From an optimization exercise on the open Yosys and OpenROAD flow, aimed at small area, a short achievable clock period and few clock cycles per item; shortcuts taken in it are not production practice.
RTL that was checked went through simulation tests only; none was proved equivalent to the original.
No activity file was given, so power comes from the tool's default toggle rates.

## the baseline
==> flow/design.v <==
module fft_4pt #(
    parameter DATA_WIDTH = 16
) (
    input clk,
    input rst_n,
    input data_valid_in,
    input  signed [DATA_WIDTH-1:0] x0_r,
    input  signed [DATA_WIDTH-1:0] x0_i,
    input  signed [DATA_WIDTH-1:0] x1_r,
    input  signed [DATA_WIDTH-1:0] x1_i,
    input  signed [DATA_WIDTH-1:0] x2_r,
    input  signed [DATA_WIDTH-1:0] x2_i,
    input  signed [DATA_WIDTH-1:0] x3_r,
    input  signed [DATA_WIDTH-1:0] x3_i,
    output data_valid_out,
    output signed [DATA_WIDTH+1:0] X0_r,
    output signed [DATA_WIDTH+1:0] X0_i,
    output signed [DATA_WIDTH+1:0] X1_r,
    output signed [DATA_WIDTH+1:0] X1_i,
    output signed [DATA_WIDTH+1:0] X2_r,
    output signed [DATA_WIDTH+1:0] X2_i,
    output signed [DATA_WIDTH+1:0] X3_r,
    output signed [DATA_WIDTH+1:0] X3_i
);
    localparam K  = 9;                      
    localparam S1 = DATA_WIDTH + 1;         
    localparam HW = S1 - K;                 
    wire signed [S1-1:0] A_r = x0_r + x2_r, A_i = x0_i + x2_i;
    wire signed [S1-1:0] B_r = x0_r - x2_r, B_i = x0_i - x2_i;
    wire signed [S1-1:0] C_r = x1_r + x3_r, C_i = x1_i + x3_i;
    wire signed [S1-1:0] D_r = x1_r - x3_r, D_i = x1_i - x3_i;
    wire [K-1:0] Al_r = x0_r[K-1:0] + x2_r[K-1:0], Al_i = x0_i[K-1:0] + x2_i[K-1:0];
    wire [K-1:0] Bl_r = x0_r[K-1:0] - x2_r[K-1:0], Bl_i = x0_i[K-1:0] - x2_i[K-1:0];
    wire [K-1:0] Cl_r = x1_r[K-1:0] + x3_r[K-1:0], Cl_i = x1_i[K-1:0] + x3_i[K-1:0];
    wire [K-1:0] Dl_r = x1_r[K-1:0] - x3_r[K-1:0], Dl_i = x1_i[K-1:0] - x3_i[K-1:0];
    wire [K:0] L0_r = {1'b0, Al_r} + {1'b0, Cl_r};
    wire [K:0] L0_i = {1'b0, Al_i} + {1'b0, Cl_i};
    wire [K:0] L1_r = {1'b0, Bl_r} + {1'b0, Dl_i};
    wire [K:0] L1_i = {1'b0, Bl_i} + {1'b0, ~Dl_r} + 1'b1;
    wire [K:0] L2_r = {1'b0, Al_r} + {1'b0, ~Cl_r} + 1'b1;
    wire [K:0] L2_i = {1'b0, Al_i} + {1'b0, ~Cl_i} + 1'b1;
    wire [K:0] L3_r = {1'b0, Bl_r} + {1'b0, ~Dl_i} + 1'b1;
    wire [K:0] L3_i = {1'b0, Bl_i} + {1'b0, Dl_r};
    reg [K:0] R0_r, R0_i, R1_r, R1_i, R2_r, R2_i, R3_r, R3_i;
    reg [HW-1:0] Ah_r, Ah_i, Bh_r, Bh_i, Ch_r, Ch_i, Dh_r, Dh_i;
    always @(posedge clk) begin
        R0_r <= L0_r;  R0_i <= L0_i;  R1_r <= L1_r;  R1_i <= L1_i;
        R2_r <= L2_r;  R2_i <= L2_i;  R3_r <= L3_r;  R3_i <= L3_i;
        Ah_r <= A_r[S1-1:K];  Ah_i <= A_i[S1-1:K];
        Bh_r <= B_r[S1-1:K];  Bh_i <= B_i[S1-1:K];
        Ch_r <= C_r[S1-1:K];  Ch_i <= C_i[S1-1:K];
        Dh_r <= D_r[S1-1:K];  Dh_i <= D_i[S1-1:K];
    end
    reg valid_s1;
    always @(posedge clk or negedge rst_n) begin
        if (!rst_n) valid_s1 <= 1'b0;
        else        valid_s1 <= data_valid_in;
    end
    function automatic [HW:0] hadd(input [HW-1:0] p, input [HW-1:0] q, input ci);
        hadd = {p[HW-1], p} + {q[HW-1], q} + {{HW{1'b0}}, ci};
    endfunction
    wire [HW:0] H0_r = hadd(Ah_r,  Ch_r, R0_r[K]);
    wire [HW:0] H0_i = hadd(Ah_i,  Ch_i, R0_i[K]);
    wire [HW:0] H1_r = hadd(Bh_r,  Dh_i, R1_r[K]);
    wire [HW:0] H1_i = hadd(Bh_i, ~Dh_r, R1_i[K]);
    wire [HW:0] H2_r = hadd(Ah_r, ~Ch_r, R2_r[K]);
    wire [HW:0] H2_i = hadd(Ah_i, ~Ch_i, R2_i[K]);
    wire [HW:0] H3_r = hadd(Bh_r, ~Dh_i, R3_r[K]);
    wire [HW:0] H3_i = hadd(Bh_i,  Dh_r, R3_i[K]);
    assign X0_r = {H0_r, R0_r[K-1:0]};  assign X0_i = {H0_i, R0_i[K-1:0]};
    assign X1_r = {H1_r, R1_r[K-1:0]};  assign X1_i = {H1_i, R1_i[K-1:0]};
    assign X2_r = {H2_r, R2_r[K-1:0]};  assign X2_i = {H2_i, R2_i[K-1:0]};
    assign X3_r = {H3_r, R3_r[K-1:0]};  assign X3_i = {H3_i, R3_i[K-1:0]};
    assign data_valid_out = valid_s1;
endmodule
export LEC_CHECK = 0
export CAP_MARGIN = 0
export CORE_MARGIN = 2
export CORE_UTILIZATION = 62
export CTS_BUF_LIST = sky130_fd_sc_hd__clkbuf_4 sky130_fd_sc_hd__clkbuf_8
export CTS_CLUSTER_DIAMETER = 60
export CTS_CLUSTER_SIZE = 16
export GPL_TIMING_DRIVEN = 0
export SLEW_MARGIN = 0
export BUFFER_PORTS_ARGS = -buffer_cell sky130_fd_sc_hd__buf_1
create_clock -name core_clock -period 3.0 [get_ports {clk}]
standard.sh (not shown) runs the stock make flow with config.mk's settings and CLKGATE_MAP_FILE= SYNTH_SCRIPT=/design/flow/synth_recipe.tcl, a recipe that flattens the netlist after the stock synthesis.
==> flow/flow/run.sh <==
#!/bin/bash
# The standard layout (standard.sh), with the port buffers that buffer_ports
# inserts made of plain buf_1 cells instead of its default delay buffer.
set -euo pipefail
cd "$(dirname "$0")/.."
echo "export BUFFER_PORTS_ARGS = -buffer_cell sky130_fd_sc_hd__buf_1" >> config.mk
bash standard.sh > standard.log 2>&1
The flow for the baseline finished, though final verification flagged setup timing.
## Diff of input files: the candidate against the baseline
--- a/flow/config.mk
+++ b/flow/config.mk
@@ -7,10 +7,9 @@
 export LEC_CHECK = 0
-export CAP_MARGIN = 0
+export CAP_MARGIN = 20
 export CORE_MARGIN = 2
-export CORE_UTILIZATION = 62
+export CORE_UTILIZATION = 75
 export CTS_BUF_LIST = sky130_fd_sc_hd__clkbuf_4 sky130_fd_sc_hd__clkbuf_8
-export CTS_CLUSTER_DIAMETER = 60
-export CTS_CLUSTER_SIZE = 16
-export GPL_TIMING_DRIVEN = 0
-export SLEW_MARGIN = 0
+export CTS_CLUSTER_DIAMETER = 80
+export CTS_CLUSTER_SIZE = 25
+export SLEW_MARGIN = 20
 export BUFFER_PORTS_ARGS = -buffer_cell sky130_fd_sc_hd__buf_1
==> comparison <==
- The candidate is listed as incomplete: the tool reported an error in global routing and the run ended there.
- Taking the baseline as the reference, in the candidate standard cell area after detailed placement moved up, horizontal die dimension went down, worst slack at placement has increased.
- Diff the baseline..the candidate | mux contribution to synthesized area | unchanged
- From the baseline to the candidate the numbers moved as follows: die outline height down 14 µm, buffer count from post-CTS setup fixing increased 10, placed wire-length estimate after detailed placement increased by about 17% relative to the old numbers.
No run of this note included a check of the RTL's function; only the layout flow was run.

========
rev 12:
fft_4pt, a different RTL version from the one above (not shown whole).
Size: about 280 flip-flops, ~280 I/O pins, ~18,000 um2 of cells after synthesis.
clock: 3.0 ns
lec_check: 0
abc_area: 1
cap_margin: 20
core_margin: 2
core_utilization: 62
cts_buf_list: sky130_fd_sc_hd__clkbuf_4 sky130_fd_sc_hd__clkbuf_8
cts_cluster_diameter: 60
cts_cluster_size: 16
setup_slack_margin: 0.6
slew_margin: 20
buffer_ports_args: -buffer_cell sky130_fd_sc_hd__buf_1
Scripts as last shown in full above: flow/flow/run.sh
Testbench counts of rev 12, summed over its fixed seeds: cycles 8,016, items 8,000.
For rev 13, these inputs were changed with respect to rev 12:
Settings: ABC_AREA removed (was 1).
Findings:
Rev 13 finished all stages; the layout is clean.
Rev 12 closes out successfully: all stages finished, all timing, DRC and antenna checks passed.
Rev 13 supports a lower top clock frequency than rev 12.
Compare rev 13 and rev 12 | clock buffer count in the final layout higher: rev 12
Looking at first-iteration DRC count, rev 13 sits above rev 12.
Worst-path maximum fanout: rev 13 vs rev 12 down 1
Compared to rev 12, rev 13 has share of cell area taken by flip-flops and latches 0.44 points higher.
Looking at net count after synthesis, rev 13 sits 245 lower than rev 12 does.
The number of fill cells in the layout in rev 12 is 1.07 times that in rev 13.
Rev 13 ended with less total power than rev 12.

========
Setup of the previous run:
Another version of the RTL of fft_4pt (not shown whole).
Size: roughly 2200 cells after synthesis, roughly 280 flip-flops, about 19000 um^2 of cells after synthesis.
Settings: LEC_CHECK=0, CAP_MARGIN=20, CORE_MARGIN=2, CORE_UTILIZATION=62, CTS_BUF_LIST=sky130_fd_sc_hd__clkbuf_4 sky130_fd_sc_hd__clkbuf_8 sky130_fd_sc_hd__clkbuf_16, CTS_CLUSTER_DIAMETER=60, CTS_CLUSTER_SIZE=16, SETUP_SLACK_MARGIN=0.7, SLEW_MARGIN=20, BUFFER_PORTS_ARGS=-buffer_cell sky130_fd_sc_hd__buf_1; clock period 3.0 ns.
Scripts as last shown in full above: flow/flow/run.sh
Testbench counts of the previous run, summed over its fixed seeds: cycles 8,016, items 8,000.
## Diff of input files: the current run against the previous run
- a change of CTS_BUF_LIST from sky130_fd_sc_hd__clkbuf_4 sky130_fd_sc_hd__clkbuf_8 sky130_fd_sc_hd__clkbuf_16 to sky130_fd_sc_hd__clkbuf_4 sky130_fd_sc_hd__clkbuf_8
- a change of SETUP_SLACK_MARGIN from 0.7 to 0.6
--- outcome ---
Every run (the previous run and the current run) finished clean. The current run ended up with a higher transition time at the pin with the least slew margin than the previous run did. Going from the previous run to the current run, the post-layout minimum cycle time was found to have gone up by 97 ps. [diff] largest clock skew in the final design, the current run relative to the previous run: regression. Combinational fraction of design power, the previous run and the current run, lower one = the previous run. The current run ended up with a higher multi-input gate share of total cell area than the previous run did. Between the current run and the previous run, it is the current run whose clock group share of total power is lower, by 7.2 points.

========
== run R ==
Another version of the RTL of fft_4pt (not shown whole).
Size in the first run: roughly 270 flip-flops, ~280 I/O pins, about 18000 sq um of cells after synthesis.
==> flow/config.mk <==
export PLATFORM = sky130hd
export DESIGN_NAME = fft_4pt
export DESIGN_NICKNAME = fft_4pt
export VERILOG_FILES = /design/flow/design.v
export SDC_FILE = /design/flow/constraint.sdc
export NUM_CORES = 4
export LEC_CHECK = 0
export CAP_MARGIN = 0
export CORE_MARGIN = 2
export CORE_UTILIZATION = 62
export CTS_BUF_LIST = sky130_fd_sc_hd__clkbuf_4 sky130_fd_sc_hd__clkbuf_8
export CTS_CLUSTER_DIAMETER = 60
export CTS_CLUSTER_SIZE = 16
export GPL_TIMING_DRIVEN = 0
export SLEW_MARGIN = 0
export BUFFER_PORTS_ARGS = -buffer_cell sky130_fd_sc_hd__buf_1
==> flow/constraint.sdc <==
create_clock -name core_clock -period 3.0 [get_ports {clk}]
set_input_delay 0.6000 -clock core_clock [delete_from_list [all_inputs] [get_ports {clk}]]
set_output_delay 0.6000 -clock core_clock [all_outputs]
set_load 0.01 [all_outputs]
Scripts as last shown in full above: flow/flow/run.sh
Run R: full flow OK, the timing, design-rule and antenna checks passed
Testbench counts of run R, summed over its fixed seeds: cycles 8,016, items 8,000.
diff inputs: run R => run F
Settings: BUFFER_PORTS_ARGS: -buffer_cell sky130_fd_sc_hd__buf_1 -> -buffer_cell sky130_fd_sc_hd__buf_2; CORE_UTILIZATION: 62 -> 65; CTS_CLUSTER_SIZE: 16 -> unset; CAP_MARGIN: 0 -> 20; SLEW_MARGIN: 0 -> 20; CTS_CLUSTER_DIAMETER: 60 -> unset; GPL_TIMING_DRIVEN: 0 -> unset.
==> flow/flow/run.sh <==
#!/bin/bash
# The standard layout (standard.sh), with the port buffers that buffer_ports
# inserts made of plain buf_2 cells instead of its default delay buffer.
set -euo pipefail
cd "$(dirname "$0")/.."
echo "export BUFFER_PORTS_ARGS = -buffer_cell sky130_fd_sc_hd__buf_2" >> config.mk
bash standard.sh > standard.log 2>&1
### Flow results
- NOTE number of core rows run R->run F decreased by a few percent
- Total of hold buffers inserted after clock tree synthesis came out exactly the same in run R and run F.
- Comparing run R and run F, the higher cell area is on run F.
- | die area | run F vs run R | better |
- Compared with run R, run F shows a post-detailed-route via-to-cell ratio that is 4.4% higher.
- Utilization up 5.8 points in run F wrt run R
- Run F: number of detailed-routing iterations run before antenna repair lower than run R
- Diff run R -> run F: critical path depth moved down; final routed wirelength across all metal layers moved up.

========
run A:
Another version of the RTL of fft_4pt (not shown whole).
Size in the first run: ~2,200 cells after synthesis, about 280 flip-flops, roughly 280 I/O pins.
==> flow/config.mk <==
export PLATFORM = sky130hd
export DESIGN_NAME = fft_4pt
export DESIGN_NICKNAME = fft_4pt
export VERILOG_FILES = /design/flow/design.v
export SDC_FILE = /design/flow/constraint.sdc
export NUM_CORES = 4
export LEC_CHECK = 0
export CAP_MARGIN = 0
export CORE_MARGIN = 2
export CORE_UTILIZATION = 62
export CTS_BUF_LIST = sky130_fd_sc_hd__clkbuf_4 sky130_fd_sc_hd__clkbuf_8
export CTS_CLUSTER_DIAMETER = 60
export CTS_CLUSTER_SIZE = 16
export GPL_TIMING_DRIVEN = 0
export SLEW_MARGIN = 0
export BUFFER_PORTS_ARGS = -buffer_cell sky130_fd_sc_hd__buf_1
==> flow/constraint.sdc <==
create_clock -name core_clock -period 3.0 [get_ports {clk}]
set_input_delay 0.6000 -clock core_clock [delete_from_list [all_inputs] [get_ports {clk}]]
set_output_delay 0.6000 -clock core_clock [all_outputs]
set_load 0.01 [all_outputs]
==> flow/flow/run.sh <==
#!/bin/bash
# The standard layout (standard.sh), with the port buffers that buffer_ports
# inserts made of plain buf_1 cells instead of its default delay buffer.
set -euo pipefail
cd "$(dirname "$0")/.."
echo "export BUFFER_PORTS_ARGS = -buffer_cell sky130_fd_sc_hd__buf_1" >> config.mk
bash standard.sh > standard.log 2>&1
Relative to run A, the following input files were edited for run B:
Settings: CAP_MARGIN: 0 -> 20; CORE_UTILIZATION: 62 -> 68; SETUP_SLACK_MARGIN: unset -> 0.7; GPL_TIMING_DRIVEN: 0 -> unset; SLEW_MARGIN: 0 -> 20.
Results
- Compared to run A, the router laid down more metal wire for run B.
- Run B vs run A — first-iteration DRC count rose 133.
- Reported for run A and run B, aggregate global routing overflow turned out identical to the last digit.
## Diff of input files: run C against run B
Settings: SETUP_SLACK_MARGIN now 1.0, was 0.7; CORE_UTILIZATION now 62, was 68.
==> comparison <==
Run C went all the way through the flow, and no timing, DRC or antenna check failed. Between run B and run C, internal power consumption increased. Taking run B over run C, the non-clock buffer count ratio works out to 0.883. The utilization after layout of run C and that of run B are within noise of each other.
[inputs] run D vs run C
Settings: ABC_AREA newly set to 1; SETUP_SLACK_MARGIN changed from 1.0 to 0.7.
Summary of run D over run C: non-clock buffer count shrank by 12%, wire length of the first global-routing pass increased by 17% relative to the old numbers, share of the final layout cell area in sequential cells -0.69 points. The final area of run D was inferior to that of run C. End point of the critical path = X2_i[17]: run D; end point of the critical path = X0_r[15]: run C. Run D against run C: sequential power -about 1%; via count of the first global-routing pass went up by about 19%. Summary: with run C as the reference, overall power of the completed layout in run D moved down by a little under 10%. Run D vs run C, critical path launch point: Y2_i[9] vs Y0_r[13]. Delta (run D minus run C): compound-gate portion of the synthesized area dropped 10 points; pre-CTS setup slack higher.
The inputs of run E differ from those of run D as listed below.
Settings: ABC_AREA: 1 -> unset.
Results
Note that the timing-limited maximum frequency recorded for run E amounts to 1.08 times the value seen in run D. Run E vs. run D: initial DRC count -about 16%, buffering overhead was more or less identical, via count of the first global-routing pass saw a decrease, routability-driven placement congestion ratio moved down. Run E vs. run D: reported combinational group power went up by about 0.6%. Where total wire length after detailed routing is concerned, run D is outperformed by run E. Of run D and run E, the run reporting the lower post-cts sizing count was run E.
No functional check of the RTL was part of any run of this note.

## separate check: timing with driven ports
In the flow no input, the clock included, has a driving cell. The finished layouts below were timed again as built, in two steps. Step 1 (the two cells are an assumption about what drives the block):
set clk [get_ports {clk}]
set_driving_cell -lib_cell sky130_fd_sc_hd__clkbuf_16 $clk
set_driving_cell -lib_cell sky130_fd_sc_hd__buf_2 [delete_from_list [all_inputs] $clk]
Step 2 also shifts input and output timing later by t, the mid clock arrival at the registers, as if the neighbouring blocks saw the same clock. a / b / c = ideal ports / drivers / drivers and shift; a / b = the first two.
| run | shift t [ns] | setup slack, ns | worst setup path after step 2 | latest minus earliest clock arrival (ns) | worst data-port slew with drivers (ns) |
|---|---|---|---|---|---|
| the baseline | 0.500 | -0.085 / -0.132 / -0.411 | input to register | 0.021 / 0.021 | 0.07 |
| rev 12 | 0.652 | 0.695 / 0.652 / 0.319 | input to register | 0.032 / 0.032 | 0.09 |
| rev 13 | 0.633 | 0.543 / 0.543 / 0.136 | input to register | 0.022 / 0.023 | 0.09 |
| the previous run | 0.599 | 0.675 / 0.623 / 0.186 | input to register | 0.033 / 0.033 | 0.07 |
| the current run | 0.627 | 0.578 / 0.529 / 0.194 | input to register | 0.047 / 0.047 | 0.09 |
| run R | 0.613 | 0.166 / 0.166 / -0.250 | input to register | 0.043 / 0.043 | 0.09 |
| run F | 0.589 | 0.275 / 0.275 / 0.013 | input to register | 0.030 / 0.030 | 0.04 |
| run A | 0.613 | 0.402 / 0.355 / -0.092 | input to register | 0.019 / 0.019 | 0.09 |
| run B | 0.628 | 0.478 / 0.430 / 0.230 | input to register | 0.038 / 0.038 | 0.05 |
| run C | 0.645 | 0.498 / 0.449 / 0.418 | input to register | 0.029 / 0.029 | 0.09 |
| run D | 0.659 | 0.395 / 0.343 / 0.738 | input to register | 0.023 / 0.024 | 0.07 |
| run E | 0.623 | 0.597 / 0.547 / 0.173 | input to register | 0.018 / 0.018 | 0.06 |
With both steps, setup timing fails in run R and run A, where it was met with ideal ports. For run A, which loses most, drivers alone change the setup slack by -0.047 ns; drivers and shift together by -0.494 ns.
